This is an optimization exercise on Yosys and OpenROAD, whose aim is small area and a short achievable clock period, not a production implementation.
At most, simulation tests tie the RTL to the original design; equivalence was not proved.
No functional check of the RTL was part of run 1.
Power is estimated from default activity; no workload was simulated.

==> flow/design.v (outline; a module is shown in full before it is edited, if it fits) <==
// module neurona_capa_1: 1362 lines
// module nfa: 4 lines
// module nha: 4 lines
// module nx2: 3 lines
// module nxn2: 3 lines
module neurona_capa_1(
    weight_0, weight_1, weight_2, weight_3, weight_4, weight_5, weight_6, weight_7, weight_8, weight_9, weight_10, weight_11, weight_12, weight_13, weight_14, weight_15, weight_16, weight_17, weight_18, weight_19, weight_20, weight_21, weight_22, weight_23, weight_24, weight_25, weight_26, weight_27, weight_28, weight_29, weight_30, weight_31, weight_32, weight_33, weight_34, weight_35, weight_36, weight_37, weight_38, weight_39, weight_40, weight_41, weight_42, weight_43, weight_44, weight_45, weight_46, weight_47, weight_48,
    pixel_0, pixel_1, pixel_2, pixel_3, pixel_4, pixel_5, pixel_6, pixel_7, pixel_8, pixel_9, pixel_10, pixel_11, pixel_12, pixel_13, pixel_14, pixel_15, pixel_16, pixel_17, pixel_18, pixel_19, pixel_20, pixel_21, pixel_22, pixel_23, pixel_24, pixel_25, pixel_26, pixel_27, pixel_28, pixel_29, pixel_30, pixel_31, pixel_32, pixel_33, pixel_34, pixel_35, pixel_36, pixel_37, pixel_38, pixel_39, pixel_40, pixel_41, pixel_42, pixel_43, pixel_44, pixel_45, pixel_46, pixel_47, pixel_48,
    clk, out
);
  // ...
==> flow/flow/run.sh <==
#!/bin/bash
# Own layout flow: the standard flow (standard.sh, unchanged synthesis),
# except that the port buffers buffer_ports inserts are buf_1 cells rather
# than the default it picks; timing repair resizes them where needed.
set -euo pipefail
export BUFFER_PORTS_ARGS="-buffer_cell sky130_fd_sc_hd__buf_1"
bash standard.sh > standard.log 2>&1
==> flow/standard.sh <==
#!/bin/bash
# synth_recipe.tcl (not shown) runs the flow's synth.tcl, then flattens the netlist and writes it again
# the make line also repeats each setting of config.mk as NAME=value (left out here)
make -C /OpenROAD-flow-scripts/flow DESIGN_CONFIG=/design/flow/config.mk WORK_HOME=/design/flow/orfs CLKGATE_MAP_FILE= SYNTH_SCRIPT=/design/flow/synth_recipe.tcl "${@:-finish}"
==> flow/config.mk <==
export PLATFORM = sky130hd
export DESIGN_NAME = neurona_capa_1
export DESIGN_NICKNAME = neurona_capa_1
export VERILOG_FILES = /design/flow/design.v
export SDC_FILE = /design/flow/constraint.sdc
export NUM_CORES = 4
export LEC_CHECK = 0
export CAP_MARGIN = 20
export CORE_MARGIN = 2
export CORE_UTILIZATION = 40
export CTS_BUF_LIST = sky130_fd_sc_hd__clkbuf_4 sky130_fd_sc_hd__clkbuf_8
export SETUP_SLACK_MARGIN = 4.7
export SLEW_MARGIN = 20
export SYNTH_HIERARCHICAL = 1
export SYNTH_MINIMUM_KEEP_SIZE = 0
==> flow/constraint.sdc <==
create_clock -name core_clock -period 8.0 [get_ports {clk}]
set_input_delay 1.6000 -clock core_clock [delete_from_list [all_inputs] [get_ports {clk}]]
set_output_delay 1.6000 -clock core_clock [all_outputs]
set_load 0.01 [all_outputs]
==> results.sh, run 1 <==
export IMPL_path_cells="fa_2 > fa_1 > fa_1 > fa_1 > fa_1 > ha_4 > a21o_1"
export IMPL_wl_met2_um=21800
export IMPL_power_clock_mw=0.601
export IMPL_place_ws_ns=3.781
export IMPL_ant_nets=0
export IMPL_synthesis_nets=1725
export IMPL_worstSetupEndpoint="r2_p698"
export IMPL_place_inst=1721
export IMPL_crit_path_top_delay_cell="fa_1"
export IMPL_min_period_ns=3.306
export IMPL_start_util_pct=40.72
export IMPL_switching_share_pct=42.98
export IMPL_synth_area_per_cell_um2=11.08
export IMPL_area_delta_synth_final_pct=25.03
export IMPL_core_area_mm2=0.02688
export IMPL_rrSetupSlack_ns=4.69
export IMPL_drive_gt1_share_pct=14.38
export IMPL_gr_usage_met3_pct=4.781
export IMPL_clock_root_buffer="clkbuf_8"
export IMPL_yosys_warnings=7
export IMPL_drcViolationCount=0
export IMPL_tns_ns=0
export IMPL_min_to="r2_p718"
export IMPL_min_path_cells=2
export IMPL_n_clock_buffer=22
export IMPL_final_common_cell="buf_1"
export IMPL_post_cts_buffers=0
export IMPL_hold_slack_ns=0.5086
export IMPL_crit_top_cell="fa_1"
export IMPL_r2r_cells=7
export IMPL_netlist_area_mm2=0.01094
export IMPL_outcome="finished clean"
export IMPL_clockBufferDepth=2
export IMPL_finClkSkew_ns=0.008478
export IMPL_grt_ovfl_total=0
export IMPL_largest_reg_flops=93
export IMPL_buffer_area_share_pct=13.00
export IMPL_dr_first_iter_drc_count=391
export IMPL_power_mw=7.125
==> run 2, diff against run 1 <==
--- a/flow/design.v
+++ b/flow/design.v
@@ -833,55 +833,49 @@
     wire h679;
     wire g680;
     wire h681;
     wire g682;
     wire h683;
     wire g684;
     wire h685;
     wire g686;
-    wire h687;
-    wire g688;
-    wire h689;
-    wire g690;
+    wire p687;
+    wire p688;
+    wire p689;
+    wire p690;
     wire p691;
     wire p692;
     wire p693;
     wire p694;
     wire p695;
     wire p696;
     wire p697;
     wire p698;
     wire p699;
     wire p700;
     wire p701;
-    wire p702;
-    wire p703;
-    wire p704;
-    wire p705;
-    wire p706;
-    wire p707;
-    wire p708;
-    wire p709;
+    wire x702;
+    wire x703;
+    wire x704;
+    wire x705;
+    wire h706;
+    wire g707;
+    wire h708;
+    wire g709;
     wire p710;
     wire p711;
     wire p712;
     wire p713;
     wire p714;
     wire p715;
     wire p716;
-    wire p717;
-    wire p718;
+    wire x717;
+    wire x718;
     wire x719;
-    wire x720;
-    wire x721;
-    wire x722;
-    wire x723;
-    wire x724;
-    wire x725;
     nxn2 u_x1 (.a(nb_0[4]), .b(nb_10[4]), .y(x1));
     assign p2 = nb_0[4] | nb_10[4];
     nxn2 u_x3 (.a(nb_0[5]), .b(nb_10[5]), .y(x3));
     assign p4 = nb_0[5] | nb_10[5];
     nfa u_s5 (.a(nb_0[0]), .b(nb_10[0]), .ci(nb_11[0]), .s(s5), .co(c6));
     nfa u_s7 (.a(nb_12[0]), .b(nb_13[0]), .ci(nb_14[0]), .s(s7), .co(c8));
     nfa u_s9 (.a(nb_15[0]), .b(nb_16[0]), .ci(nb_17[0]), .s(s9), .co(c10));
     nfa u_s11 (.a(nb_18[0]), .b(nb_19[0]), .ci(nb_1[0]), .s(s11), .co(c12));
@@ -1262,115 +1256,91 @@
     nx2 u_x668 (.a(c640), .b(c642), .y(x668));
     nx2 u_x669 (.a(c644), .b(x667), .y(x669));
     nx2 u_x670 (.a(x668), .b(x669), .y(x670));
     nx2 u_x671 (.a(c646), .b(c648), .y(x671));
     nx2 u_x672 (.a(x670), .b(x671), .y(x672));
     nx2 u_x673 (.a(c650), .b(x672), .y(x673));
     nx2 u_x674 (.a(x673), .b(c652), .y(x674));
     nx2 u_x675 (.a(x674), .b(g656), .y(x675));
+    nx2 u_x676 (.a(c654), .b(x675), .y(x676));
     nha u_h677 (.a(r1[2]), .b(h527), .s(h677), .co(g678));
     nha u_h679 (.a(s533), .b(h535), .s(h679), .co(g680));
     nha u_h681 (.a(s549), .b(h551), .s(h681), .co(g682));
     nha u_h683 (.a(s571), .b(h573), .s(h683), .co(g684));
     nha u_h685 (.a(s597), .b(h599), .s(h685), .co(g686));
-    nha u_h687 (.a(h627), .b(s625), .s(h687), .co(g688));
-    assign p691 = g680 | (h679 & g678);
-    assign p692 = g682 | (h681 & g680);
-    assign p693 = h681 & h679;
-    assign p694 = g684 | (h683 & g682);
-    assign p695 = h683 & h681;
-    assign p696 = g686 | (h685 & g684);
-    assign p697 = h685 & h683;
-    assign p698 = g688 | (h687 & g686);
-    assign p699 = h687 & h685;
-    assign p704 = p692 | (p693 & g678);
-    assign p705 = p694 | (p695 & p691);
-    assign p706 = p696 | (p697 & p692);
-    assign p707 = p697 & p693;
-    assign p718 = ~h677;
-    nxn2 u_x719 (.a(h679), .b(g678), .y(x719));
-    nxn2 u_x720 (.a(h681), .b(p691), .y(x720));
-    nxn2 u_x721 (.a(h683), .b(p704), .y(x721));
-    nxn2 u_x722 (.a(h685), .b(p705), .y(x722));
-    reg r2_c654;
-    reg r2_x675;
+    assign p687 = g680 | (h679 & g678);
+    assign p688 = h679 & h677;
+    assign p689 = g682 | (h681 & g680);
+    assign p690 = h681 & h679;
+    assign p691 = g684 | (h683 & g682);
+    assign p692 = h683 & h681;
+    assign p693 = g686 | (h685 & g684);
+    assign p694 = h685 & h683;
+    assign p695 = p689 | (p690 & g678);
+    assign p696 = p691 | (p692 & p687);
+    assign p697 = p692 & p688;
+    assign p698 = p693 | (p694 & p689);
+    assign p699 = p694 & p690;
+    assign p700 = p698 | (p699 & g678);
+    assign p701 = ~h677;
+    nxn2 u_x702 (.a(h679), .b(g678), .y(x702));
+    nxn2 u_x703 (.a(h681), .b(p687), .y(x703));
+    nxn2 u_x704 (.a(h683), .b(p695), .y(x704));
+    nxn2 u_x705 (.a(h685), .b(p696), .y(x705));
+    reg r2_h627;
+    reg r2_s625;
     reg r2_h655;
     reg r2_s653;
-    reg r2_g688;
-    reg r2_h687;
-    reg r2_p698;
-    reg r2_p699;
-    reg r2_p694;
-    reg r2_p695;
-    reg r2_p696;
-    reg r2_p697;
-    reg r2_p706;
-    reg r2_p707;
-    reg r2_g678;
-    reg r2_p691;
-    reg r2_p704;
-    reg r2_p705;
-    reg r2_p718;
-    reg r2_x719;
-    reg r2_x720;
-    reg r2_x721;
-    reg r2_x722;
+    reg r2_p700;
+    reg r2_x676;
+    reg r2_p701;
+    reg r2_x702;
+    reg r2_x703;
+    reg r2_x704;
+    reg r2_x705;
     always @(posedge clk) begin
-        r2_c654 <= c654;
-        r2_x675 <= x675;
+        r2_h627 <= h627;
+        r2_s625 <= s625;
         r2_h655 <= h655;
         r2_s653 <= s653;
-        r2_g688 <= g688;
-        r2_h687 <= h687;
-        r2_p698 <= p698;
-        r2_p699 <= p699;
-        r2_p694 <= p694;
-        r2_p695 <= p695;
-        r2_p696 <= p696;
-        r2_p697 <= p697;
-        r2_p706 <= p706;
-        r2_p707 <= p707;
-        r2_g678 <= g678;
-        r2_p691 <= p691;
-        r2_p704 <= p704;
-        r2_p705 <= p705;
-        r2_p718 <= p718;
-        r2_x719 <= x719;
-        r2_x720 <= x720;
-        r2_x721 <= x721;
-        r2_x722 <= x722;
+        r2_p700 <= p700;
+        r2_x676 <= x676;
+        r2_p701 <= p701;
+        r2_x702 <= x702;
+        r2_x703 <= x703;
+        r2_x704 <= x704;
+        r2_x705 <= x705;
     end
-    nx2 u_x676 (.a(r2_c654), .b(r2_x675), .y(x676));
-    nha u_h689 (.a(r2_h655), .b(r2_s653), .s(h689), .co(g690));
-    assign p700 = g690 | (h689 & r2_g688);
-    assign p701 = h689 & r2_h687;
-    assign p702 = x676 & g690;
-    assign p703 = x676 & h689;
-    assign p708 = r2_p698 | (r2_p699 & r2_p694);
-    assign p709 = r2_p699 & r2_p695;
-    assign p710 = p700 | (p701 & r2_p696);
-    assign p711 = p701 & r2_p697;
-    assign p712 = p702 | (p703 & r2_p698);
-    assign p713 = p703 & r2_p699;
-    assign p714 = r2_p706 | (r2_p707 & r2_g678);
-    assign p715 = p708 | (p709 & r2_p691);
-    assign p716 = p710 | (p711 & r2_p704);
-    assign p717 = p712 | (p713 & r2_p705);
-    nxn2 u_x723 (.a(r2_h687), .b(p714), .y(x723));
-    nxn2 u_x724 (.a(h689), .b(p715), .y(x724));
-    nxn2 u_x725 (.a(x676), .b(p716), .y(x725));
-    assign out = {x725, x724, x723, r2_x722, r2_x721, r2_x720, r2_x719, r2_p718};
+    nha u_h706 (.a(r2_h627), .b(r2_s625), .s(h706), .co(g707));
+    nha u_h708 (.a(r2_h655), .b(r2_s653), .s(h708), .co(g709));
+    assign p710 = g707 | (h706 & r2_p700);
+    assign p711 = g709 | (h708 & g707);
+    assign p712 = h708 & h706;
+    assign p713 = r2_x676 & g709;
+    assign p714 = r2_x676 & h708;
+    assign p715 = p711 | (p712 & r2_p700);
+    assign p716 = p713 | (p714 & p710);
+    nxn2 u_x717 (.a(h706), .b(r2_p700), .y(x717));
+    nxn2 u_x718 (.a(h708), .b(p710), .y(x718));
+    nxn2 u_x719 (.a(r2_x676), .b(p715), .y(x719));
+    assign out = {x719, x718, x717, r2_x705, r2_x704, r2_x703, r2_x702, r2_p701};
 endmodule
 module nfa(input wire a, input wire b, input wire ci, output wire s, output wire co);
     assign s = a ^ b ^ ci;
     assign co = (a & b) | (a & ci) | (b & ci);
 endmodule
 module nha(input wire a, input wire b, output wire s, output wire co);
     assign s = a ^ b;
     assign co = a & b;
 endmodule
 module nx2(input wire a, input wire b, output wire y);
     assign y = a ^ b;
 endmodule
+module nmx(input wire s, input wire a, input wire b, output wire y);
+    assign y = s ? b : a;
+endmodule
+module nmj(input wire a, input wire b, input wire c, output wire y);
+    assign y = (a & b) | (a & c) | (b & c);
+endmodule
 module nxn2(input wire a, input wire b, output wire y);
     assign y = ~(a ^ b);
 endmodule
==> flow/config.mk (replaced) <==
export PLATFORM = sky130hd
export DESIGN_NAME = neurona_capa_1
export DESIGN_NICKNAME = neurona_capa_1
export VERILOG_FILES = /design/flow/design.v
export SDC_FILE = /design/flow/constraint.sdc
export NUM_CORES = 4
export LEC_CHECK = 0
export CAP_MARGIN = 20
export CORE_MARGIN = 2
export CORE_UTILIZATION = 40
export CTS_BUF_LIST = sky130_fd_sc_hd__clkbuf_4 sky130_fd_sc_hd__clkbuf_8
export SETUP_SLACK_MARGIN = 4.8
export SLEW_MARGIN = 20
export SYNTH_HIERARCHICAL = 1
export SYNTH_MINIMUM_KEEP_SIZE = 0
==> run 2 against run 1 <==
Against the previous run: still clean on timing, DRC and antenna; cell count is 2.5% lower; sequential power is 14% lower; wire length is 4.6% lower; count of clock-buffer cells in the layout is 13 lower; via count is 1.9% lower; utilization is 0.73 points higher; combinational power is 17% lower; global-route usage is 0.85 points lower; critical path type unchanged; largest power group unchanged.
==> results.sh, run 2 <==
export IMPL_nets=2105
export IMPL_wl_met2_um=20270
export IMPL_post_route_period_util_pct=42.15
export IMPL_cap_viol_max_count=0
export IMPL_worstHoldPathType="flip-flop to flip-flop"
export IMPL_power_mw=5.818
export IMPL_postCtsHoldBufs=0
export IMPL_grt_ovfl_total=0
export IMPL_routed_wl_um=38220
export IMPL_ys_types=12
export IMPL_cts_buffers=9
export IMPL_layout_area_seq_mm2=0.002091
export IMPL_placed_area_mm2=0.01289
export IMPL_rrSetupSlack_ns=4.63
export IMPL_die_area_mm2=0.02779
export IMPL_relSlewSlack_pct=77.29
export IMPL_dr_wl_met3_um=2025
export IMPL_avgViaCountPerCell=4.867
export IMPL_ir_drop_mv=1.368
export IMPL_gp_congestion=0.9546
export IMPL_clock_root_buffer="clkbuf_8"
export IMPL_hold_slack_ns=0.5199
export IMPL_chipHeight_um=166.7
export IMPL_critPathLaunchType="flip-flop"
export IMPL_ctsHtreeMaxLevel=3
export IMPL_reg2reg_to="r2_x676"
export IMPL_rsz0062_at_grt="true"
export IMPL_fmax_mhz=296.6
export IMPL_instances_no_fill=1711
export IMPL_synth_top_area_cell="fa_1"
export IMPL_hpwlAfterDp_um=34360
export IMPL_multi_input_area_mm2=0.008818
export IMPL_grtUsageTotal_pct=27.75
export IMPL_wl_per_cell_um=22.34
export IMPL_synth_commonest_cells="nand2_1, fa_1, dfxtp_1"
export IMPL_synthesis_nets=1700
export IMPL_worstSetupPathType="flip-flop to flip-flop"
export IMPL_grt_pass1_vias=9355
export IMPL_place_inst=1690
export IMPL_finalSetupViolCount=0
export IMPL_finClkSkew_ns=0.01736
export IMPL_outcome="finished clean"
export IMPL_clock_sinks=104
export IMPL_area_delta_synth_final_pct=27.09
export IMPL_vias=8327
export IMPL_yosys_warnings=7
export IMPL_synth_top_area_share_pct=53.13
export IMPL_crit_start="r1[40]"
export IMPL_detail_route_first_pass_iterations=4
export IMPL_dr_first_iter_drc_count=345
export IMPL_clockBufferDepth=2
export IMPL_worstSetupEndpoint="r2_x676"
export IMPL_cts_tree="built"
export IMPL_largest_reg_flops=93
export IMPL_netlist_area_mm2=0.01059
export IMPL_cellPowerDensity_mw_per_mm2=432.4
export IMPL_ios=450
export IMPL_start_util_pct=40.63
export IMPL_final_common_cell="buf_1"
export IMPL_timing_final_max_slew_violations=0
export IMPL_final_cell_mix="buf_1, nand2_1, fa_1, dfxtp_1, fa_2"
export IMPL_synth_area_top_cells="fa_1, dfxtp_1, nand2_1, xor2_1, clkbuf_1"
export IMPL_crit_fanout=1
export IMPL_postLayoutCellArea_mm2=0.01346
export IMPL_min_period_ns=3.372
export IMPL_end_kind="flip-flop"
export IMPL_portBuffers=449
export IMPL_synth_area_per_cell_um2=10.99
export IMPL_drive_gt1_share_pct=17.77
export IMPL_synth_edf_count=0
export IMPL_final_util_pct=51.63
export IMPL_drcViolationCount=0
export IMPL_grt_pass1_wl_um=54570
export IMPL_synthFlopType="dfxtp_1"
export IMPL_top_register="r1"
export IMPL_fin_ws_ns=4.628
export IMPL_ys_ff_latch=104
export IMPL_ant_nets=0
export IMPL_arrival_ns=3.65
export IMPL_grt_start_max_net_pins=18
export IMPL_tns_ns=0
export IMPL_core_area_mm2=0.02606
export IMPL_synth_async_reset_ratio_pct=0
export IMPL_synth_most_common_cell="nand2_1"
export IMPL_routed_top_layer="met4"
export IMPL_fillers=2495
export IMPL_yosysSeqAreaShare_pct=19.66
export IMPL_required_ns=8.28
export IMPL_antenna_found_initial=3
export IMPL_fp_row_count=59
export IMPL_r2r_start="r1[40]"
export IMPL_worst_pin_slew_ns=0.3406
export IMPL_drt_met1_wl_um=14400
export IMPL_hold_viol=0
export IMPL_r2r_cells=8
export IMPL_place_ws_ns=3.834
export IMPL_leakagePower_nw=4.767
export IMPL_worst_skew_pair_late_latency_ns=0.39
export IMPL_path_clk_slew_ns=0.11
export IMPL_die_w_um=166.7
export IMPL_netlist_instances=963
## run 2: cell types whose count changed in the layout (fill, tap and decap cells not counted), moves of 11 or more
cell and change:
clkbuf_8 -11, buf_2 -25, fa_2 +61, dfxtp_1 -15
fa_1 -61, nand2_2 -20, buf_4 +22
## run 2: logic make-up after synthesis
logic type / count (synthesis) / synth area share (%)
DFF: 104 / 19.66
buffers and inverters: 58 / 2.340
xor gates and xnor gates: 105 / 8.686
and+or+nand+nor: 394 / 14.02
AOI/OAI and AO/OA: 7 / 0.5081
adders and majority gates: 295 / 54.79
## run 2: worst min-delay path by stage
stage	cells past startpoint	slack, ns	to	startpoint
global placement	2	0.50	r2_p701	r1[2]
CTS	2	0.53	r2_p701	r1[2]
finish	2	0.52	r2_p701	r1[2]
global route	2	0.56	r2_p701	r1[2]
detailed placement	2	0.51	r2_p701	r1[2]
floorplan	2	0.48	r2_p701	r1[2]
## run 2: final cells by class
class,instances,share of cell area (%)
Clock buffer,9,0.9206
Antenna cell,3,0.05579
Sequential cell,104,15.54
Inverter,1,0.02790
Multi-Input combinational cell,801,65.54
Timing Repair Buffer,451,14.09
Tap cell,335,3.115
Clock inverter,7,0.7160
## run 2: repair_timing
action                                  in CTS  in global routing
pin swaps                                   10                 15
hold endpoints to repair                     0                  0
endpoints found under the setup margin      89                 29
gates resized for setup                    111                 46
setup buffers                                2                  0
## run 2: report_power, final
group | leakage, nW | internal (mW) | switching [mW]
logic | 3.79 | 2.23 | 2.25
registers | 0.873 | 0.842 | 0.134
clock network | 0.101 | 0.176 | 0.192
## run 2: Yosys stat by module, one instance, submodules excluded
module	copies in the design	area (um^2)	cells
neurona_capa_1	1	3867	563
nha	14	12.51	1
nxn2	9	8.758	1
nfa	281	20.02	1
nx2	96	8.758	1
## run 2: critical path: stages (launching register included)
cell     delay (ns)
dfxtp_2        0.36
fa_2           0.46
fa_2           0.41
fa_1           0.56
fa_1           0.47
fa_2           0.38
ha_4           0.19
xor2_1         0.17
xor2_1         0.27
## run 2: layer usage
metal | vias up | GRT usage (%)
met1 | 4218 | 33.81
met3 | 76 | 3.683
li1 | 3676 | -
met2 | 357 | 50.00
met5 | - | 0
met4 | 0 | 10.83
==> run 3, diff against run 2 <==
--- a/flow/config.mk
+++ b/flow/config.mk
@@ -7,9 +7,9 @@
 export LEC_CHECK = 0
 export CAP_MARGIN = 20
 export CORE_MARGIN = 2
-export CORE_UTILIZATION = 40
+export CORE_UTILIZATION = 50
 export CTS_BUF_LIST = sky130_fd_sc_hd__clkbuf_4 sky130_fd_sc_hd__clkbuf_8
-export SETUP_SLACK_MARGIN = 4.8
+export SETUP_SLACK_MARGIN = 4.7
 export SLEW_MARGIN = 20
 export SYNTH_HIERARCHICAL = 1
 export SYNTH_MINIMUM_KEEP_SIZE = 0
==> run 3 against run 2 <==
Against the previous run: cell count shrank 3.6%; fmax is essentially flat; synthesized cell count is the same; area after synthesis is the same; sequential power is essentially flat; design area shrank 3.5%; count of clock-buffer cells in the layout grew 2; global-route usage grew 6.3 points; clock skew shrank 0.0083 ns; non-clock buffer count shrank 2; critical endpoint unchanged.
==> results.sh, run 3 <==
export IMPL_leakagePower_nw=4.673
export IMPL_avgViaCountPerCell=5.063
export IMPL_r2r_start="r1[39]"
export IMPL_gr_usage_met3_pct=6.738
export IMPL_power_mw=5.477
export IMPL_path_cells="fa_1 > fa_2 > fa_1 > fa_1 > fa_2 > ha_2 > xor2_1 > xor2_1"
export IMPL_synth_most_common_cell="nand2_1"
export IMPL_min_period_ns=3.371
export IMPL_critPathLaunchType="flip-flop"
export IMPL_outcome="finished clean"
export IMPL_critPathTopFamily="adder cells"
export IMPL_max_stage_delay_ns=0.53
export IMPL_hold_start="r1[2]"
export IMPL_grt_start_max_net_pins=18
export IMPL_fin_ws_ns=4.629
export IMPL_detail_route_first_pass_iterations=4
export IMPL_chipHeight_um=149.5
export IMPL_fmax_mhz=296.7
export IMPL_synth_commonest_cells="nand2_1, fa_1, dfxtp_1"
export IMPL_drive_gt1_share_pct=11.52
export IMPL_finClkSkew_ns=0.009106
export IMPL_ys_ff_latch=104
export IMPL_antenna_found_initial=3
export IMPL_met2_usage_pct=60.55
export IMPL_worstHoldPathType="flip-flop to flip-flop"
export IMPL_crit_fanout=1
export IMPL_die_area_mm2=0.02235
export IMPL_end_kind="flip-flop"
export IMPL_hpwlAfterDp_um=33110
export IMPL_ys_types=12
export IMPL_synth_edf_count=0
export IMPL_drcViolationCount=0
export IMPL_placed_area_mm2=0.01264
export IMPL_top_usage_layer="met2"
export IMPL_gp_congestion=0.9671
export IMPL_area_delta_synth_final_pct=22.58
export IMPL_portBuffers=449
export IMPL_place_inst=1630
export IMPL_instances_no_fill=1649
export IMPL_yosys_warnings=7
export IMPL_rsz0062_at_grt="true"
export IMPL_synth_area_top_cells="fa_1, dfxtp_1, nand2_1, xor2_1, clkbuf_1"
export IMPL_path_clk_slew_ns=0.10
export IMPL_yosysSeqAreaShare_pct=19.66
export IMPL_wl_per_cell_um=22.30
export IMPL_tns_ns=0
export IMPL_cap_viol_max_count=0
export IMPL_postCtsHoldBufs=0
export IMPL_min_path_cells=2
export IMPL_synth_area_per_cell_um2=10.99
export IMPL_synthFlopType="dfxtp_1"
export IMPL_dr_first_iter_drc_count=369
export IMPL_vias=8349
export IMPL_netlist_instances=963
export IMPL_clock_root_buffer="clkbuf_8"
export IMPL_crit_top_cell="fa_1"
export IMPL_timing_final_max_slew_violations=0
export IMPL_worstSetupPathType="flip-flop to flip-flop"
export IMPL_routed_wl_um=36770
export IMPL_post_route_period_util_pct=42.13
export IMPL_core_area_mm2=0.02089
export IMPL_nets=2103
export IMPL_rrSetupSlack_ns=4.63
export IMPL_ios=450
export IMPL_r2r_cells=8
export IMPL_clockBufferDepth=2
export IMPL_arrival_ns=3.65
export IMPL_grt_pass1_vias=9311
export IMPL_min_to="r2_p701"
export IMPL_path_buf_inv=0
export IMPL_largest_reg_flops=93
export IMPL_top_register="r1"
export IMPL_synth_top_area_cell="fa_1"
export IMPL_netlist_area_mm2=0.01059
export IMPL_hold_slack_ns=0.5154
export IMPL_grtUsageTotal_pct=34.00
export IMPL_crit_path_top_delay_cell="fa_1"
export IMPL_synth_top_area_share_pct=53.13
export IMPL_hold_viol=0
export IMPL_fillers=1865
export IMPL_cts_tree="built"
export IMPL_synthesis_nets=1700
export IMPL_synth_async_reset_ratio_pct=0
export IMPL_start_util_pct=50.69
export IMPL_grt_pass1_wl_um=52660
export IMPL_final_cell_mix="buf_1, nand2_1, fa_1, dfxtp_1, xor2_1"
export IMPL_reg2reg_to="r2_x676"
export IMPL_clock_sinks=104
export IMPL_worst_skew_pair_late_latency_ns=0.38
export IMPL_ctsHtreeMaxLevel=3
export IMPL_gr_usage_met1_pct=41.16
export IMPL_worst_pin_slew_ns=0.6373
export IMPL_finalSetupViolCount=0
export IMPL_final_common_cell="buf_1"
export IMPL_relSlewSlack_pct=57.51
export IMPL_cellPowerDensity_mw_per_mm2=422.0
export IMPL_ant_nets=0
export IMPL_postLayoutCellArea_mm2=0.01298
export IMPL_place_ws_ns=3.831
export IMPL_ir_drop_mv=0.5719
export IMPL_cts_buffers=9
export IMPL_fp_row_count=53
export IMPL_grt_ovfl_total=0
export IMPL_final_util_pct=62.13
export IMPL_post_cts_buffers=0
export IMPL_die_w_um=149.5
export IMPL_required_ns=8.28
run 3: area by class of cell:
class	count	area [um^2]	area share, %
Timing Repair Buffer	449	1782	13.73
Inverter	1	3.754	0.02892
Tap cell	275	344.1	2.651
Antenna cell	3	7.507	0.05784
Clock inverter	5	41.29	0.3181
Sequential cell	104	2085	16.06
Multi-Input combinational cell	801	8571	66.04
Clock buffer	11	145.1	1.118
run 3: per-module statistics from Yosys, one instance, submodules excluded:
module          flip-flops and latches  cells inside
neurona_capa_1                     104           563
nfa                                  0             1
nha                                  0             1
nx2                                  0             1
nxn2                                 0             1
run 3: how the worst max path moves through the flow:
stage                     startpoint       to  depth (start not counted)
after floorplan             pixel_44   r1[23]                          5
after global placement      pixel_39   r1[23]                          5
after detailed placement    pixel_39   r1[23]                          5
after CTS                   pixel_30   r1[23]                          5
after global routing          r1[39]  r2_x676                          8
final                         r1[39]  r2_x676                          8
run 3: power by group:
part | internal [mW] | switching (mW) | leakage [nW]
Combinational | 2.04 | 2.15 | 3.71
Sequential | 0.839 | 0.138 | 0.873
Clock | 0.127 | 0.184 | 0.0896
Total | 3.00 | 2.47 | 4.67
run 3: logic make-up (layout without fill, tap and decap cells):
group                      count (synthesis)  in the layout  share of synthesized area, %
and+or+nand+nor                          394            394                         14.02
xor gates and xnor gates                 105            105                         8.686
buffers and inverters                     58            466                         2.340
adders and majority gates                295            295                         54.79
AOI/OAI and AO/OA                          7              7                        0.5081
other                                      0              3                             0
DFF                                      104            104                         19.66
run 3: worst min-delay path, stage by stage, from the launching register on:
cell	delay (ns)
dfxtp_1	0.33
ha_1	0.13
inv_1	0.03
run 3: what timing repair did:
item / CTS / global route
pin swaps: 4 / 4
resized for setup: 72 / 17
gates cloned: 0 / 0
endpoints found under the hold margin: 0 / 0
setup endpoints to repair: 87 / 16
run 3: routing by layer:
metal | share of wire, % | routed length (um)
met2 | 53 | 19330
met4 | 3.7 | 1356
met3 | 6.6 | 2431
met1 | 37 | 13650
met5 | 0 | 0
==> run 4, diff against run 3 <==
--- a/flow/config.mk
+++ b/flow/config.mk
@@ -5,9 +5,10 @@
 export SDC_FILE = /design/flow/constraint.sdc
 export NUM_CORES = 4
 export LEC_CHECK = 0
+export ABC_CLOCK_PERIOD_IN_PS = 1500
 export CAP_MARGIN = 20
 export CORE_MARGIN = 2
-export CORE_UTILIZATION = 50
+export CORE_UTILIZATION = 40
 export CTS_BUF_LIST = sky130_fd_sc_hd__clkbuf_4 sky130_fd_sc_hd__clkbuf_8
 export SETUP_SLACK_MARGIN = 4.7
 export SLEW_MARGIN = 20
==> run 4 against run 3 <==
Against the previous run: setup slack improved by 0.098 ns; count of clock-buffer cells in the layout decreased by 1; synthesized cell count unchanged; critical path type is now flip-flop to output pin; critical endpoint is now out[7]; largest power group unchanged; highest routed layer unchanged.
==> results.sh, run 4 <==
export IMPL_outcome="finished clean"
export IMPL_clock_root_buffer="clkbuf_8"
export IMPL_synth_async_reset_ratio_pct=0
export IMPL_largest_reg_flops=93
export IMPL_final_util_pct=50.24
export IMPL_required_ns=6.40
export IMPL_end_kind="output pin"
export IMPL_chipHeight_um=166.7
export IMPL_combPwrFrac_pct=76.7
export IMPL_ios=450
export IMPL_wl_per_cell_um=22.42
export IMPL_grt_pass1_vias=9471
export IMPL_place_ws_ns=3.858
export IMPL_tns_ns=0
export IMPL_rrSetupSlack_ns=4.77
export IMPL_grtUsageTotal_pct=28.15
export IMPL_yosysSeqAreaShare_pct=19.66
export IMPL_crit_fanout=2
export IMPL_core_area_mm2=0.02606
export IMPL_grt_ovfl_total=0
export IMPL_ys_types=12
export IMPL_top_register="r1"
export IMPL_relSlewSlack_pct=53.85
export IMPL_critPathLaunchType="flip-flop"
export IMPL_avgViaCountPerCell=4.821
export IMPL_place_inst=1690
export IMPL_synth_top_area_cell="fa_1"
export IMPL_worstHoldPathType="flip-flop to flip-flop"
export IMPL_drive_gt1_share_pct=11.36
export IMPL_timing_final_max_slew_violations=0
export IMPL_arrival_ns=1.67
export IMPL_final_cell_mix="buf_1, nand2_1, fa_1, dfxtp_1, xor2_1"
export IMPL_drcViolationCount=0
export IMPL_power_mw=5.588
export IMPL_hpwlAfterDp_um=34800
export IMPL_p_sw_mw=2.447
export IMPL_clock_sinks=104
export IMPL_grt_start_max_net_pins=19
export IMPL_fp_row_count=59
export IMPL_cellPowerDensity_mw_per_mm2=426.9
export IMPL_worstSetupPathType="flip-flop to output pin"
export IMPL_synth_edf_count=0
export IMPL_synthesis_nets=1700
export IMPL_postCtsHoldBufs=0
export IMPL_synth_top_area_share_pct=53.13
export IMPL_hold_start="r1[2]"
export IMPL_worst_pin_slew_ns=0.6922
export IMPL_post_route_period_util_pct=40.91
export IMPL_routed_wl_um=38430
export IMPL_synthFlopType="dfxtp_1"
export IMPL_cap_viol_max_count=0
export IMPL_r2r_cells=8
export IMPL_fmax_mhz=305.6
export IMPL_worst_skew_pair_late_latency_ns=0.38
export IMPL_path_clk_slew_ns=0.11
export IMPL_fin_ws_ns=4.727
export IMPL_synth_most_common_cell="nand2_1"
export IMPL_dr_first_iter_drc_count=357
export IMPL_area_delta_synth_final_pct=23.65
export IMPL_netlist_instances=963
export IMPL_die_area_mm2=0.02779
export IMPL_min_path_cells=2
export IMPL_min_period_ns=3.273
export IMPL_portBuffers=449
export IMPL_finClkSkew_ns=0.01902
export IMPL_finalSetupViolCount=0
export IMPL_internal_power_mw=3.142
export IMPL_final_common_cell="buf_1"
export IMPL_ir_drop_mv=1.184
export IMPL_ctsHtreeMaxLevel=3
export IMPL_cts_buffers=9
export IMPL_vias=8263
export IMPL_synth_commonest_cells="nand2_1, fa_1, dfxtp_1"
export IMPL_yosys_warnings=7
export IMPL_cts_tree="built"
export IMPL_antenna_found_initial=3
export IMPL_nets=2105
export IMPL_instances_no_fill=1714
export IMPL_start_util_pct=40.63
export IMPL_die_w_um=166.7
export IMPL_leakagePower_nw=4.694
export IMPL_min_to="r2_p701"
export IMPL_crit_start="r2_h627"
export IMPL_ant_nets=0
export IMPL_hold_viol=0
export IMPL_rsz0062_at_grt="true"
export IMPL_grt_pass1_wl_um=55490
export IMPL_switching_share_pct=43.78
export IMPL_gp_congestion=0.9425
export IMPL_netlist_area_mm2=0.01059
export IMPL_synth_area_top_cells="fa_1, dfxtp_1, nand2_1, xor2_1, clkbuf_1"
export IMPL_clockBufferDepth=2
export IMPL_p_clk_share_pct=5.7
export IMPL_reg2reg_to="r2_x676"
export IMPL_synth_area_per_cell_um2=10.99
export IMPL_r2r_start="r1[41]"
export IMPL_detail_route_first_pass_iterations=5
export IMPL_seqPwrFrac_pct=17.7
export IMPL_ys_ff_latch=104
## run 4: modules after synthesis (local to each module, per instance)
| module | area, um^2 | times used | flops+latches |
|---|---|---|---|
| neurona_capa_1 | 3867 | 1 | 104 |
| nfa | 20.02 | 281 | 0 |
| nha | 12.51 | 14 | 0 |
| nx2 | 8.758 | 96 | 0 |
| nxn2 | 8.758 | 9 | 0 |
## run 4: worst max path at each step
stage / endpoint / slack, ns / cells past startpoint
finish: out[7] / 4.73 / 5
CTS: r1[23] / 4.68 / 5
global placement: r1[23] / 3.85 / 5
global route: r2_x676 / 4.65 / 8
floorplan: r1[23] / 4.63 / 5
detailed placement: r1[23] / 3.86 / 5
## run 4: power groups by stage
stage / logic [mW] / clock network [mW] / registers, mW
after floorplan: 3.10 / 0 / 0.940
after global placement: 3.98 / 0 / 1.00
after detailed placement: 4.06 / 0 / 1.00
after CTS: 4.12 / 0.324 / 0.988
after global routing: 4.89 / 0.348 / 1.01
final: 4.28 / 0.318 / 0.986
## run 4: kinds of logic after synthesis
kind of cell / after synthesis / share of synthesized area (%)
flip-flops: 104 / 19.66
AND/OR/NAND/NOR: 394 / 14.02
adder cells (fa/ha/maj): 295 / 54.79
XOR/XNOR: 105 / 8.686
AO/OA/AOI/OAI: 7 / 0.5081
buffers and inverters: 58 / 2.340
## run 4: layout make-up
type / instances / area, um^2
Fill cell: 2529 / 12970
Clock inverter: 6 / 51.30
Antenna cell: 6 / 15.01
Timing Repair Buffer: 451 / 1817
Sequential cell: 104 / 2087
Multi-Input combinational cell: 801 / 8561
Tap cell: 335 / 419.2
Clock buffer: 10 / 137.6
Inverter: 1 / 3.754
## run 4: stage by stage
stage / cell area, um^2 / hold WS [ns]
4_1_cts: 12990 / 0.5327
3_3_place_gp: 12710 / 0.5070
2_1_floorplan: 11420 / 0.4827
6_report: 13090 / 0.5249
5_1_grt: 13080 / 0.5642
3_5_place_dp: 12710 / 0.5157
## run 4: routing by layer
layer / track usage [%] / wire [um] / vias up
li1: - / - / 3683
met1: 33.41 / 14530 / 4219
met2: 51.99 / 20720 / 307
met3: 4.206 / 1868 / 54
met4: 9.708 / 1304 / 0
met5: 0 / 0 / -
## run 4: what timing repair did
| item | in CTS | in global routing |
|---|---|---|
| setup endpoints to repair | 84 | 21 |
| resized for setup | 69 | 26 |
| pin swaps | 4 | 5 |
| buffers inserted | 1 | 1 |
## run 4: critical path, stage by stage (launching register included)
cell	delay, ns
dfxtp_2	0.34
ha_4	0.23
a21o_1	0.20
a21o_1	0.17
xnor2_1	0.20
buf_2	0.17
==> run 5, diff against run 4 <==
--- a/flow/config.mk
+++ b/flow/config.mk
@@ -5,12 +5,11 @@
 export SDC_FILE = /design/flow/constraint.sdc
 export NUM_CORES = 4
 export LEC_CHECK = 0
-export ABC_CLOCK_PERIOD_IN_PS = 1500
 export CAP_MARGIN = 20
 export CORE_MARGIN = 2
 export CORE_UTILIZATION = 40
 export CTS_BUF_LIST = sky130_fd_sc_hd__clkbuf_4 sky130_fd_sc_hd__clkbuf_8
-export SETUP_SLACK_MARGIN = 4.7
+export SETUP_SLACK_MARGIN = 4.6
 export SLEW_MARGIN = 20
 export SYNTH_HIERARCHICAL = 1
 export SYNTH_MINIMUM_KEEP_SIZE = 0
==> run 5 against run 4 <==
Against the previous run: die area stayed put; count of clock-buffer cells in the layout grew 1; critical endpoint is now r1[35]; non-clock buffer count fell by 2; wire length is 3.2% higher; highest routed layer unchanged; first-iteration DRC count rose by 2.8%; sequential power is 0.7% lower; synthesized cell count did not move; setup slack got worse by 0.093 ns.
==> results.sh, run 5 <==
export IMPL_finalSetupViolCount=0
export IMPL_synth_area_top_cells="fa_1, dfxtp_1, nand2_1, xor2_1, clkbuf_1"
export IMPL_synthesis_nets=1700
export IMPL_vias=8407
export IMPL_rsz0062_at_grt="true"
export IMPL_synth_top_area_cell="fa_1"
export IMPL_arrival_ns=3.69
export IMPL_crit_fanout=8
export IMPL_nets=2103
export IMPL_detail_route_first_pass_iterations=5
export IMPL_worstHoldPathType="flip-flop to flip-flop"
export IMPL_worst_skew_pair_late_latency_ns=0.38
export IMPL_power_mw=5.386
export IMPL_grt_pass1_vias=9646
export IMPL_gp_congestion=0.9862
export IMPL_post_cts_buffers=0
export IMPL_cellPowerDensity_mw_per_mm2=421.7
export IMPL_cap_viol_max_count=0
export IMPL_worst_pin_slew_ns=0.6632
export IMPL_synth_area_per_cell_um2=10.99
export IMPL_leakagePower_nw=4.605
export IMPL_clock_root_buffer="clkbuf_8"
export IMPL_grtUsageTotal_pct=29.01
export IMPL_required_ns=8.32
export IMPL_routed_wl_um=39640
export IMPL_largest_reg_flops=93
export IMPL_area_delta_synth_final_pct=20.61
export IMPL_synth_most_common_cell="nand2_1"
export IMPL_grt_ovfl_total=0
export IMPL_end_kind="flip-flop"
export IMPL_path_clk_slew_ns=0.10
export IMPL_synth_edf_count=0
export IMPL_top_register="r1"
export IMPL_place_inst=1690
export IMPL_wl_per_cell_um=23.18
export IMPL_grt_pass1_wl_um=57130
export IMPL_hpwlAfterDp_um=35880
export IMPL_ant_nets=0
export IMPL_drive_gt1_share_pct=5.981
export IMPL_synthFlopType="dfxtp_1"
export IMPL_ir_drop_mv=1.102
export IMPL_clock_sinks=104
export IMPL_hold_slack_ns=0.5356
export IMPL_start_util_pct=40.63
export IMPL_instances_no_fill=1710
export IMPL_synth_commonest_cells="nand2_1, fa_1, dfxtp_1"
export IMPL_synth_top_area_share_pct=53.13
export IMPL_die_w_um=166.7
export IMPL_die_area_mm2=0.02779
export IMPL_clockBufferDepth=2
export IMPL_cts_tree="built"
export IMPL_antenna_found_initial=4
export IMPL_critPathLaunchType="primary input"
export IMPL_final_cell_mix="buf_1, nand2_1, fa_1, dfxtp_1, xor2_1"
export IMPL_cts_buffers=9
export IMPL_post_route_period_util_pct=42.07
export IMPL_placed_area_mm2=0.01247
export IMPL_portBuffers=449
export IMPL_core_area_mm2=0.02606
export IMPL_postLayoutCellArea_mm2=0.01277
export IMPL_synth_async_reset_ratio_pct=0
export IMPL_worstSetupPathType="primary input to flip-flop"
export IMPL_yosys_warnings=7
export IMPL_finClkSkew_ns=0.009813
export IMPL_min_period_ns=3.366
export IMPL_grt_start_max_net_pins=17
export IMPL_chipHeight_um=166.7
export IMPL_fmax_mhz=297.1
export IMPL_yosysSeqAreaShare_pct=19.66
export IMPL_netlist_instances=963
export IMPL_ys_types=12
export IMPL_netlist_area_mm2=0.01059
export IMPL_fp_row_count=59
export IMPL_timing_final_max_slew_violations=0
export IMPL_relSlewSlack_pct=55.79
export IMPL_ys_ff_latch=104
export IMPL_avgViaCountPerCell=4.916
export IMPL_final_common_cell="buf_1"
export IMPL_tns_ns=0
export IMPL_outcome="finished clean"
export IMPL_rrSetupSlack_ns=4.64
export IMPL_drcViolationCount=0
export IMPL_ctsHtreeMaxLevel=3
export IMPL_dr_first_iter_drc_count=367
export IMPL_hold_viol=0
export IMPL_ios=450
## run 5: layout make-up
| cell class | instances | area [um^2] |
|---|---|---|
| fill | 2577 | 13290 |
| multi-input combinational | 801 | 8308 |
| sequential | 104 | 2083 |
| timing repair buffer | 449 | 1749 |
| tap | 335 | 419.2 |
| clock buffer | 11 | 138.9 |
| clock inverter | 5 | 57.56 |
| antenna | 4 | 10.01 |
| inverter | 1 | 3.754 |
## run 5: timing repair
| item | in CTS | in global routing |
|---|---|---|
| hold buffers | 0 | 0 |
| gates resized for setup | 56 | 13 |
| endpoints found under the setup margin | 78 | 18 |
| pin swaps | 3 | 5 |
## run 5: cell families after synthesis
logic type | Yosys count | synth area share (%)
adders and majority gates | 295 | 54.79
and+or+nand+nor | 394 | 14.02
DFF | 104 | 19.66
buffers and inverters | 58 | 2.340
AOI/OAI and AO/OA | 7 | 0.5081
xor gates and xnor gates | 105 | 8.686
## run 5: worst max-delay path: stages
cell	delay, ns
buf_2	0.31
nand2_1	0.13
fa_1	0.59
fa_1	0.51
fa_1	0.55
## run 5: power breakdown
group	switching [mW]	internal, mW	leakage [nW]
clock	0.183	0.152	0.104
sequential	0.138	0.842	0.873
combinational	2.09	1.99	3.63
## run 5: worst paths after layout
check / start / endpoint / cells after the start
max: pixel_40 / r1[35] / 5
min: r1[2] / r2_p701 / 2
max reg2reg: r1[40] / r2_x676 / 8
min reg2reg: r1[2] / r2_p701 / 2
## run 5: metrics by stage
stage	setup slack (ns)	util (%)
global placement	3.760	47.86
finish	4.634	49.00
detailed placement	3.761	47.86
global route	4.555	49.00
CTS	4.605	48.86
floorplan	4.594	-
## run 5: routing by layer
layer | wire length (um) | up-vias | GRT usage (%)
li1 | - | 3675 | -
met5 | 0 | - | 0
met4 | 1576 | 0 | 11.09
met2 | 21170 | 371 | 52.52
met1 | 14560 | 4281 | 34.05
met3 | 2337 | 80 | 5.632
## run 5: Yosys stat by module, one instance, submodules excluded
module          cell area, um^2  cells  times used
nfa                       20.02      1         281
nha                       12.51      1          14
nxn2                      8.758      1           9
nx2                       8.758      1          96
neurona_capa_1             3867    563           1
==> run 6, diff against run 5 <==
--- a/flow/config.mk
+++ b/flow/config.mk
@@ -9,7 +9,7 @@
 export CORE_MARGIN = 2
 export CORE_UTILIZATION = 40
 export CTS_BUF_LIST = sky130_fd_sc_hd__clkbuf_4 sky130_fd_sc_hd__clkbuf_8
-export SETUP_SLACK_MARGIN = 4.6
+export SETUP_SLACK_MARGIN = 4.75
 export SLEW_MARGIN = 20
 export SYNTH_HIERARCHICAL = 1
 export SYNTH_MINIMUM_KEEP_SIZE = 0
==> run 6 against run 5 <==
Against the previous run: critical path depth increased by 3; count of clock-buffer cells in the layout shrank 1; first-iteration DRC count shrank 20%; cell count about the same; largest power group unchanged; clock power fell by 9.0%; combinational power up 6.1%; still clean on timing, DRC and antenna; wire length fell by 4.0%; design area up 3.3%; clock skew decreased by 0.0031 ns; global-route usage fell by 0.73 points.
==> results.sh, run 6 <==
export IMPL_synth_most_common_cell="nand2_1"
export IMPL_final_cell_mix="buf_1, nand2_1, fa_1, dfxtp_1, xor2_1"
export IMPL_antenna_found_initial=2
export IMPL_critPathLaunchType="flip-flop"
export IMPL_wl_per_cell_um=22.27
export IMPL_clockBufferDepth=2
export IMPL_nets=2104
export IMPL_die_w_um=166.7
export IMPL_fmax_mhz=302.9
export IMPL_synth_commonest_cells="nand2_1, fa_1, dfxtp_1"
export IMPL_avgViaCountPerCell=4.755
export IMPL_worstSetupPathType="flip-flop to flip-flop"
export IMPL_drive_gt1_share_pct=14.37
export IMPL_synth_async_reset_ratio_pct=0
export IMPL_crit_top_cell="fa_2"
export IMPL_critical_path_cell_count=8
export IMPL_netlist_area_mm2=0.01059
export IMPL_grt_pass1_wl_um=55900
export IMPL_end_kind="flip-flop"
export IMPL_ys_types=12
export IMPL_timing_final_max_slew_violations=0
export IMPL_postLayoutCellArea_mm2=0.01319
export IMPL_ir_drop_mv=1.192
export IMPL_clock_sinks=104
export IMPL_hpwlAfterDp_um=34630
export IMPL_grt_ovfl_total=0
export IMPL_detail_route_first_pass_iterations=4
export IMPL_post_route_period_util_pct=41.27
export IMPL_path_buf_inv=0
export IMPL_tns_ns=0
export IMPL_ant_nets=0
export IMPL_area_delta_synth_final_pct=24.56
export IMPL_cts_buffers=9
export IMPL_top_register="r1"
export IMPL_synth_top_area_cell="fa_1"
export IMPL_finalSetupViolCount=0
export IMPL_postCtsHoldBufs=0
export IMPL_yosys_warnings=7
export IMPL_critPathTopFamily="adder cells"
export IMPL_synthesis_nets=1700
export IMPL_routed_wl_um=38060
export IMPL_max_stage_delay_ns=0.53
export IMPL_synth_top_area_share_pct=53.13
export IMPL_path_cells="fa_2 > fa_2 > fa_1 > fa_1 > fa_2 > ha_2 > xor2_1 > xor2_1"
export IMPL_vias=8126
export IMPL_portBuffers=449
export IMPL_gp_congestion=0.9681
export IMPL_relSlewSlack_pct=53.37
export IMPL_drcViolationCount=0
export IMPL_crit_fanout=1
export IMPL_r2r_cells=8
export IMPL_fp_row_count=59
export IMPL_rrSetupSlack_ns=4.70
export IMPL_hold_viol=0
export IMPL_worst_skew_pair_late_latency_ns=0.38
export IMPL_synth_edf_count=0
export IMPL_largest_reg_flops=93
export IMPL_synth_area_per_cell_um2=10.99
export IMPL_ctsHtreeMaxLevel=3
export IMPL_grt_pass1_vias=9557
export IMPL_netlist_instances=963
export IMPL_yosysSeqAreaShare_pct=19.66
export IMPL_ys_ff_latch=104
export IMPL_min_period_ns=3.302
export IMPL_outcome="finished clean"
export IMPL_crit_start="r1[40]"
export IMPL_worst_pin_slew_ns=0.6994
export IMPL_reg2reg_to="r2_x676"
export IMPL_die_area_mm2=0.02779
export IMPL_cts_tree="built"
export IMPL_cap_viol_max_count=0
export IMPL_grtUsageTotal_pct=28.28
export IMPL_worstSetupEndpoint="r2_x676"
export IMPL_ios=450
export IMPL_final_common_cell="buf_1"
export IMPL_dr_first_iter_drc_count=294
export IMPL_core_area_mm2=0.02606
export IMPL_required_ns=8.28
export IMPL_r2r_start="r1[40]"
export IMPL_synthFlopType="dfxtp_1"
export IMPL_leakagePower_nw=4.694
export IMPL_finClkSkew_ns=0.006685
export IMPL_path_clk_slew_ns=0.10
export IMPL_clock_root_buffer="clkbuf_8"
export IMPL_grt_start_max_net_pins=17
export IMPL_worstHoldPathType="flip-flop to flip-flop"
export IMPL_chipHeight_um=166.7
export IMPL_rsz0062_at_grt="true"
export IMPL_synth_area_top_cells="fa_1, dfxtp_1, nand2_1, xor2_1, clkbuf_1"
export IMPL_cellPowerDensity_mw_per_mm2=425.0
export IMPL_placed_area_mm2=0.01280
export IMPL_arrival_ns=3.58
export IMPL_crit_path_top_delay_cell="fa_1"
export IMPL_hold_start="r1[2]"
export IMPL_start_util_pct=40.63
## run 6: cell counts after synthesis
Identical to the previous run, type by type.
## run 6: worst reg2reg max path, cell delays in order (launching register included)
cell and delay (ns):
dfxtp_2 0.36, fa_2 0.46, fa_2 0.41, fa_1 0.53, fa_1 0.46, fa_2 0.36
ha_2 0.20, xor2_1 0.16, xor2_1 0.27
## run 6: what timing repair did
action | 4_1_cts | 5_1_grt
buffers inserted | 1 | 0
pin swaps | 11 | 5
setup endpoints to repair | 87 | 16
gates resized for setup | 99 | 17
## run 6: area by class of cell
class / instances / area (um^2)
Sequential cell: 104 / 2087
Multi-Input combinational cell: 801 / 8663
Clock buffer: 10 / 137.6
Antenna cell: 3 / 7.507
Inverter: 1 / 3.754
Clock inverter: 5 / 33.78
Fill cell: 2466 / 12870
Tap cell: 335 / 419.2
Timing Repair Buffer: 450 / 1836
## run 6: cells by family after synthesis
| logic type | share of synthesized area (%) |
|---|---|
| AOI/OAI and AO/OA | 0.5081 |
| xor gates and xnor gates | 8.686 |
| adders and majority gates | 54.79 |
| buffers and inverters | 2.340 |
| DFF | 19.66 |
| and+or+nand+nor | 14.02 |
## run 6: worst min-delay path by stage
stage	endpoint	cells after the start
6_report	r2_p701	2
5_1_grt	r2_p701	2
4_1_cts	r2_p701	2
3_5_place_dp	r2_p701	2
3_3_place_gp	r2_p701	2
2_1_floorplan	r2_p701	2
## run 6: power breakdown
group	internal (mW)	total [mW]	switching (mW)
logic	2.15	4.32	2.17
registers	0.840	0.977	0.137
clock network	0.120	0.305	0.185
## run 6: modules after synthesis, one instance, submodules excluded
module | flops+latches | cells inside | copies in the design
nxn2 | 0 | 1 | 9
neurona_capa_1 | 104 | 563 | 1
nha | 0 | 1 | 14
nfa | 0 | 1 | 281
nx2 | 0 | 1 | 96
## run 6: through the flow
stage	cells	hold slack, ns	utilization (%)	setup slack (ns)	power (mW)
floorplan	963	0.4827	-	4.632	4.049
global placement	1690	0.4978	49.13	3.799	5.011
detailed placement	1690	0.5000	49.13	3.777	5.087
CTS	1706	0.5143	50.37	4.652	5.476
global route	1708	0.5471	50.60	4.595	6.202
finish	1709	0.5114	50.61	4.698	5.605
## run 6: metal layers
layer,vias to the layer above,wire length (um),GRT usage [%]
met5,-,0,0
met4,0,732,6.484
li1,3673,-,-
met3,37,2421,4.396
met2,308,21010,53.40
met1,4108,13890,33.82
==> run 7, diff against run 6 <==
--- a/flow/config.mk
+++ b/flow/config.mk
@@ -9,7 +9,7 @@
 export CORE_MARGIN = 2
 export CORE_UTILIZATION = 40
 export CTS_BUF_LIST = sky130_fd_sc_hd__clkbuf_4 sky130_fd_sc_hd__clkbuf_8
-export SETUP_SLACK_MARGIN = 4.75
+export SETUP_SLACK_MARGIN = 4.7
 export SLEW_MARGIN = 20
 export SYNTH_HIERARCHICAL = 1
 export SYNTH_MINIMUM_KEEP_SIZE = 0
==> run 7 against run 6 <==
Against the previous run: clock power up 4%; critical path depth down 3; total power fell by 0.30%; sequential share of layout area is 0.12 points higher; highest routed layer unchanged.
==> results.sh, run 7 <==
export IMPL_gr_usage_met3_pct=4.206
export IMPL_outcome="finished clean"
export IMPL_synth_most_common_cell="nand2_1"
export IMPL_ios=450
export IMPL_combPwrFrac_pct=76.7
export IMPL_finalSetupViolCount=0
export IMPL_crit_start="r2_h627"
export IMPL_ctsHtreeMaxLevel=3
export IMPL_critPathTopFamily="compound AO/OA/AOI/OAI gates"
export IMPL_crit_fanout=2
export IMPL_cellPowerDensity_mw_per_mm2=426.9
export IMPL_worst_skew_pair_late_latency_ns=0.38
export IMPL_portBuffers=449
export IMPL_seqPwrFrac_pct=17.7
export IMPL_antenna_found_initial=3
export IMPL_synth_area_top_cells="fa_1, dfxtp_1, nand2_1, xor2_1, clkbuf_1"
export IMPL_p_clk_share_pct=5.7
export IMPL_netlist_instances=963
export IMPL_synth_area_per_cell_um2=10.99
export IMPL_cap_viol_max_count=0
export IMPL_worst_pin_slew_ns=0.6922
export IMPL_worstHoldPathType="flip-flop to flip-flop"
export IMPL_gp_congestion=0.9425
export IMPL_place_inst=1690
export IMPL_vias=8263
export IMPL_met2_usage_pct=51.99
export IMPL_relSlewSlack_pct=53.85
export IMPL_finClkSkew_ns=0.01902
export IMPL_instances_no_fill=1714
export IMPL_dr_first_iter_drc_count=357
export IMPL_grt_pass1_vias=9471
export IMPL_die_w_um=166.7
export IMPL_switching_share_pct=43.78
export IMPL_arrival_ns=1.67
export IMPL_fmax_mhz=305.6
export IMPL_grt_start_max_net_pins=19
export IMPL_r2r_cells=8
export IMPL_min_period_ns=3.273
export IMPL_synthFlopType="dfxtp_1"
export IMPL_synth_edf_count=0
export IMPL_critPathLaunchType="flip-flop"
export IMPL_hold_start="r1[2]"
export IMPL_multi_input_area_mm2=0.008561
export IMPL_drive_gt1_share_pct=11.36
export IMPL_ys_ff_latch=104
export IMPL_yosysSeqAreaShare_pct=19.66
export IMPL_synth_async_reset_ratio_pct=0
export IMPL_area_delta_synth_final_pct=23.65
export IMPL_layout_area_seq_mm2=0.002087
export IMPL_grt_pass1_wl_um=55490
export IMPL_r2r_start="r1[41]"
export IMPL_routed_wl_um=38430
export IMPL_crit_path_top_delay_cell="dfxtp_2"
export IMPL_detail_route_first_pass_iterations=5
export IMPL_crit_top_cell="a21o_1"
export IMPL_hpwlAfterDp_um=34800
export IMPL_required_ns=6.40
export IMPL_path_buf_inv=1
export IMPL_grt_ovfl_total=0
export IMPL_end_kind="output pin"
export IMPL_post_route_period_util_pct=40.91
export IMPL_p_sw_mw=2.447
export IMPL_ys_types=12
export IMPL_top_usage_layer="met2"
export IMPL_internal_power_mw=3.142
export IMPL_hold_slack_ns=0.5249
export IMPL_drcViolationCount=0
export IMPL_synth_top_area_cell="fa_1"
export IMPL_clock_root_buffer="clkbuf_8"
export IMPL_clock_sinks=104
export IMPL_synth_top_area_share_pct=53.13
export IMPL_path_cells="ha_4 > a21o_1 > a21o_1 > xnor2_1 > buf_2"
export IMPL_cts_tree="built"
export IMPL_fp_row_count=59
export IMPL_wl_per_cell_um=22.42
export IMPL_gr_usage_met1_pct=33.41
export IMPL_tns_ns=0
export IMPL_critical_path_cell_count=5
export IMPL_postCtsHoldBufs=0
export IMPL_ant_nets=0
export IMPL_ir_drop_mv=1.184
export IMPL_top_register="r1"
export IMPL_chipHeight_um=166.7
export IMPL_clockBufferDepth=2
export IMPL_die_area_mm2=0.02779
export IMPL_final_common_cell="buf_1"
export IMPL_netlist_area_mm2=0.01059
export IMPL_synthesis_nets=1700
export IMPL_rsz0062_at_grt="true"
export IMPL_yosys_warnings=7
export IMPL_hold_viol=0
export IMPL_grtUsageTotal_pct=28.15
export IMPL_final_cell_mix="buf_1, nand2_1, fa_1, dfxtp_1, xor2_1"
export IMPL_avgViaCountPerCell=4.821
export IMPL_start_util_pct=40.63
export IMPL_fillers=2529
export IMPL_nets=2105
export IMPL_largest_reg_flops=93
export IMPL_core_area_mm2=0.02606
export IMPL_timing_final_max_slew_violations=0
export IMPL_path_clk_slew_ns=0.11
export IMPL_worstSetupPathType="flip-flop to output pin"
export IMPL_leakagePower_nw=4.694
export IMPL_max_stage_delay_ns=0.34
export IMPL_cts_buffers=9
export IMPL_synth_commonest_cells="nand2_1, fa_1, dfxtp_1"
export IMPL_min_path_cells=2
## run 7: cell counts after synthesis
No cell type changed its count.
## run 7: kinds of logic after synthesis
| kind of cell | count (synthesis) | share of synthesized area, % |
|---|---|---|
| buffers and inverters | 58 | 2.340 |
| xor gates and xnor gates | 105 | 8.686 |
| and+or+nand+nor | 394 | 14.02 |
| AOI/OAI and AO/OA | 7 | 0.5081 |
| adders and majority gates | 295 | 54.79 |
| DFF | 104 | 19.66 |
## run 7: tightest hold or removal path: stages, from the launching register on
cell	delay [ns]
dfxtp_1	0.34
ha_1	0.12
inv_1	0.03
## run 7: final cells by class
| cell class | count | area share [%] |
|---|---|---|
| Antenna cell | 6 | 0.1147 |
| Clock buffer | 10 | 1.051 |
| Clock inverter | 6 | 0.3919 |
| Inverter | 1 | 0.02867 |
| Multi-Input combinational cell | 801 | 65.39 |
| Sequential cell | 104 | 15.94 |
| Tap cell | 335 | 3.202 |
| Timing Repair Buffer | 451 | 13.88 |
## run 7: what timing repair did
| action | in CTS | in global routing |
|---|---|---|
| gates resized for setup | 69 | 26 |
| setup buffers | 1 | 1 |
| endpoints found under the setup margin | 84 | 21 |
| pin swaps | 4 | 5 |
| hold endpoints to repair | 0 | 0 |
## run 7: modules after synthesis, one instance, submodules excluded
module	copies in the design	cells inside	cell area (um^2)	flops+latches
nxn2	9	1	8.758	0
neurona_capa_1	1	563	3867	104
nha	14	1	12.51	0
nfa	281	1	20.02	0
nx2	96	1	8.758	0
## run 7: power groups by stage
| stage | Clock [mW] | Sequential, mW | Combinational (mW) |
|---|---|---|---|
| 5_1_grt | 0.348 | 1.01 | 4.89 |
| 6_report | 0.318 | 0.986 | 4.28 |
| 3_3_place_gp | 0 | 1.00 | 3.98 |
| 2_1_floorplan | 0 | 0.940 | 3.10 |
| 3_5_place_dp | 0 | 1.00 | 4.06 |
| 4_1_cts | 0.324 | 0.988 | 4.12 |
## run 7: worst paths after layout
kind,slack (ns),end
setup / recovery,4.73,out[7]
hold reg to reg,0.52,r2_p701
setup reg to reg,4.77,r2_x676
hold / removal,0.52,r2_p701
## run 7: stage by stage
step	total power [mW]	util (%)	setup WS, ns	cell area, um^2
after CTS	5.435	49.83	4.682	12990
after floorplan	4.042	-	4.632	11420
after global routing	6.250	50.21	4.648	13080
after detailed placement	5.059	48.78	3.858	12710
after global placement	4.976	48.78	3.854	12710
final	5.588	50.24	4.727	13090
## run 7: per-layer routing
metal	vias up	share of wire, %	routed length, um
met3	54	4.9	1868
li1	3683	-	-
met5	-	0	0
met4	0	3.4	1304
met1	4219	38	14530
met2	307	54	20720
==> run 8, diff against run 7 <==
==> flow/flow/run.sh (replaced) <==
#!/bin/bash
# Own layout flow: the standard flow (standard.sh, unchanged synthesis),
# with two changes: the port buffers buffer_ports inserts are buf_1 cells
# (timing repair resizes them where needed), and the setup repair margin is
# 4.4 ns for the pre-placement repair in floorplan and 4.7 ns for the
# repairs after clock-tree synthesis and global routing, so that gates are
# upsized from placed timing rather than from the wire-less estimate.
set -euo pipefail
export BUFFER_PORTS_ARGS="-buffer_cell sky130_fd_sc_hd__buf_1"
SETUP_SLACK_MARGIN=4.4 bash standard.sh synth floorplan > standard_floorplan.log 2>&1
SETUP_SLACK_MARGIN=4.7 bash standard.sh > standard.log 2>&1
--- a/flow/config.mk
+++ b/flow/config.mk
@@ -9,7 +9,6 @@
 export CORE_MARGIN = 2
 export CORE_UTILIZATION = 40
 export CTS_BUF_LIST = sky130_fd_sc_hd__clkbuf_4 sky130_fd_sc_hd__clkbuf_8
-export SETUP_SLACK_MARGIN = 4.7
 export SLEW_MARGIN = 20
 export SYNTH_HIERARCHICAL = 1
 export SYNTH_MINIMUM_KEEP_SIZE = 0
==> run 8 against run 7 <==
Against the previous run: still clean; wire length increased by 3.3%; non-clock buffer count shrank 2; synthesized cell count unchanged; global-route usage grew 0.87 points; utilization down 0.83 points; register-to-register slack worse by 0.03 ns; sequential cell count is the same; clock skew shrank 0.0093 ns; clock power grew 6%; critical endpoint is now r1[38].
==> results.sh, run 8 <==
export IMPL_ctsHtreeMaxLevel=3
export IMPL_die_area_mm2=0.02779
export IMPL_synthesis_nets=1700
export IMPL_grt_start_max_net_pins=17
export IMPL_combPwrFrac_pct=76.8
export IMPL_grtUsageTotal_pct=29.02
export IMPL_portBuffers=449
export IMPL_p_clk_share_pct=5.9
export IMPL_clock_root_buffer="clkbuf_8"
export IMPL_fillers=2556
export IMPL_worstSetupPathType="primary input to flip-flop"
export IMPL_synthFlopType="dfxtp_1"
export IMPL_critPathLaunchType="primary input"
export IMPL_crit_fanout=9
export IMPL_wl_per_cell_um=23.21
export IMPL_synth_area_per_cell_um2=10.99
export IMPL_cts_tree="built"
export IMPL_hold_viol=0
export IMPL_die_w_um=166.7
export IMPL_worst_skew_pair_late_latency_ns=0.37
export IMPL_grt_ovfl_total=0
export IMPL_hpwlAfterDp_um=36390
export IMPL_internal_power_mw=3.163
export IMPL_drive_gt1_share_pct=6.200
export IMPL_arrival_ns=3.53
export IMPL_rsz0062_at_grt="true"
export IMPL_gp_congestion=1.035
export IMPL_chipHeight_um=166.7
export IMPL_top_register="r1"
export IMPL_ant_nets=0
export IMPL_synth_async_reset_ratio_pct=0
export IMPL_clockBufferDepth=2
export IMPL_ys_ff_latch=104
export IMPL_finClkSkew_ns=0.009748
export IMPL_final_common_cell="buf_1"
export IMPL_ios=450
export IMPL_synth_top_area_share_pct=53.13
export IMPL_postCtsHoldBufs=0
export IMPL_clock_sinks=104
export IMPL_cap_viol_max_count=0
export IMPL_grt_pass1_vias=9376
export IMPL_path_clk_slew_ns=0.10
export IMPL_outcome="finished clean"
export IMPL_postLayoutCellArea_mm2=0.01288
export IMPL_yosys_warnings=7
export IMPL_synth_commonest_cells="nand2_1, fa_1, dfxtp_1"
export IMPL_placed_area_mm2=0.01245
export IMPL_drcViolationCount=0
export IMPL_yosysSeqAreaShare_pct=19.66
export IMPL_worstHoldPathType="flip-flop to flip-flop"
export IMPL_crit_top_cell="fa_1"
export IMPL_detail_route_first_pass_iterations=6
export IMPL_fin_ws_ns=4.725
export IMPL_synth_most_common_cell="nand2_1"
export IMPL_start_util_pct=40.63
export IMPL_seqPwrFrac_pct=17.3
export IMPL_antenna_found_initial=1
export IMPL_grt_pass1_wl_um=56860
export IMPL_end_kind="flip-flop"
export IMPL_largest_reg_flops=93
export IMPL_finalSetupViolCount=0
export IMPL_routed_wl_um=39690
export IMPL_ir_drop_mv=1.340
export IMPL_p_sw_mw=2.510
export IMPL_timing_final_max_slew_violations=0
export IMPL_avgViaCountPerCell=4.837
export IMPL_post_route_period_util_pct=40.94
export IMPL_min_period_ns=3.275
export IMPL_netlist_area_mm2=0.01059
export IMPL_synth_top_area_cell="fa_1"
export IMPL_required_ns=8.26
export IMPL_synth_edf_count=0
export IMPL_max_stage_delay_ns=0.65
export IMPL_cellPowerDensity_mw_per_mm2=440.6
export IMPL_leakagePower_nw=4.624
export IMPL_area_delta_synth_final_pct=21.61
export IMPL_relSlewSlack_pct=76.99
export IMPL_final_cell_mix="buf_1, nand2_1, fa_1, dfxtp_1, xor2_1"
export IMPL_rrSetupSlack_ns=4.74
export IMPL_cts_buffers=9
export IMPL_worst_pin_slew_ns=0.3440
export IMPL_core_area_mm2=0.02606
export IMPL_crit_path_top_delay_cell="fa_1"
export IMPL_ys_types=12
export IMPL_switching_share_pct=44.25
export IMPL_dr_first_iter_drc_count=408
export IMPL_vias=8272
export IMPL_path_cells="buf_4 > nand2_1 > fa_1 > fa_1 > fa_1"
export IMPL_nets=2103
export IMPL_netlist_instances=963
export IMPL_fmax_mhz=305.3
export IMPL_fp_row_count=59
export IMPL_tns_ns=0
export IMPL_place_ws_ns=3.857
export IMPL_synth_area_top_cells="fa_1, dfxtp_1, nand2_1, xor2_1, clkbuf_1"
==> run 8: critical path: cells and delay by family <==
family                   cells  cell delay, ns
buffers and inverters        1            0.18
AND/OR/NAND/NOR              1            0.10
adder cells (fa/ha/maj)      3            1.64
==> run 8: power by group through the flow <==
stage / Clock [mW] / Combinational (mW) / Sequential (mW)
2_1_floorplan: 0 / 3.06 / 0.940
3_3_place_gp: 0 / 4.11 / 0.990
3_5_place_dp: 0 / 4.12 / 0.994
4_1_cts: 0.344 / 4.18 / 0.981
5_1_grt: 0.364 / 4.98 / 1.00
6_report: 0.337 / 4.36 / 0.979
==> run 8: kinds of logic after synthesis <==
logic type | Yosys count | share of synthesized area (%)
simple gates | 394 | 14.02
flops | 104 | 19.66
fa+ha+maj | 295 | 54.79
xor+xnor | 105 | 8.686
buf+inv | 58 | 2.340
compound gates | 7 | 0.5081
==> run 8: cell type report <==
cell class	instances	area (um^2)	area share (%)
Multi-Input combinational cell	801	8328	64.68
Sequential cell	104	2086	16.20
Timing Repair Buffer	449	1833	14.24
Tap cell	335	419.2	3.255
Clock buffer	11	138.9	1.079
Clock inverter	5	57.56	0.4470
Antenna cell	4	10.01	0.07774
Inverter	1	3.754	0.02915
==> run 8: timing repair <==
item | in CTS | in global routing
setup buffers | 0 | 0
resized for setup | 66 | 41
endpoints found under the setup margin | 85 | 18
pin swaps | 1 | 12
==> run 8: metal layers <==
layer  vias to the layer above  share of wire [%]  wire length [um]  GRT usage (%)
li1                       3675                  -                 -              -
met1                      4255                 37             14730          34.49
met2                       290                 55             21890          54.89
met4                         0                2.5               999          7.234
met5                         -                  0                 0              0
met3                        52                5.2              2068          4.325
==> run 8: final timing paths <==
check,from,end,depth (start not counted)
worst max-delay path,pixel_37,r1[38],5
worst min-delay path,r1[2],r2_p701,2
worst max register to register,r1[11],r2_x676,7
worst min register to register,r1[2],r2_p701,2
==> run 8: Yosys stat by module, one instance, submodules excluded <==
| module | area (um^2) | flip-flops and latches | times used | cells inside |
|---|---|---|---|---|
| nha | 12.51 | 0 | 14 | 1 |
| nxn2 | 8.758 | 0 | 9 | 1 |
| nx2 | 8.758 | 0 | 96 | 1 |
| neurona_capa_1 | 3867 | 104 | 1 | 563 |
| nfa | 20.02 | 0 | 281 | 1 |
==> run 8: per-stage QoR <==
step / cells / power, mW / utilization (%) / hold slack, ns
floorplan: 963 / 3.998 / - / 0.4827
global placement: 1690 / 5.101 / 47.77 / 0.5037
detailed placement: 1690 / 5.117 / 47.77 / 0.5253
CTS: 1706 / 5.507 / 48.92 / 0.5399
global route: 1707 / 6.349 / 49.38 / 0.5609
finish: 1710 / 5.673 / 49.41 / 0.5308

Check on run 8: ideal ports give 4.725 ns setup slack; a clkbuf_16 on the clock port and buf_2 on the inputs give 4.736 ns; moving port delays by the midpoint clock arrival (0.407 ns) as well gives 4.329 ns.
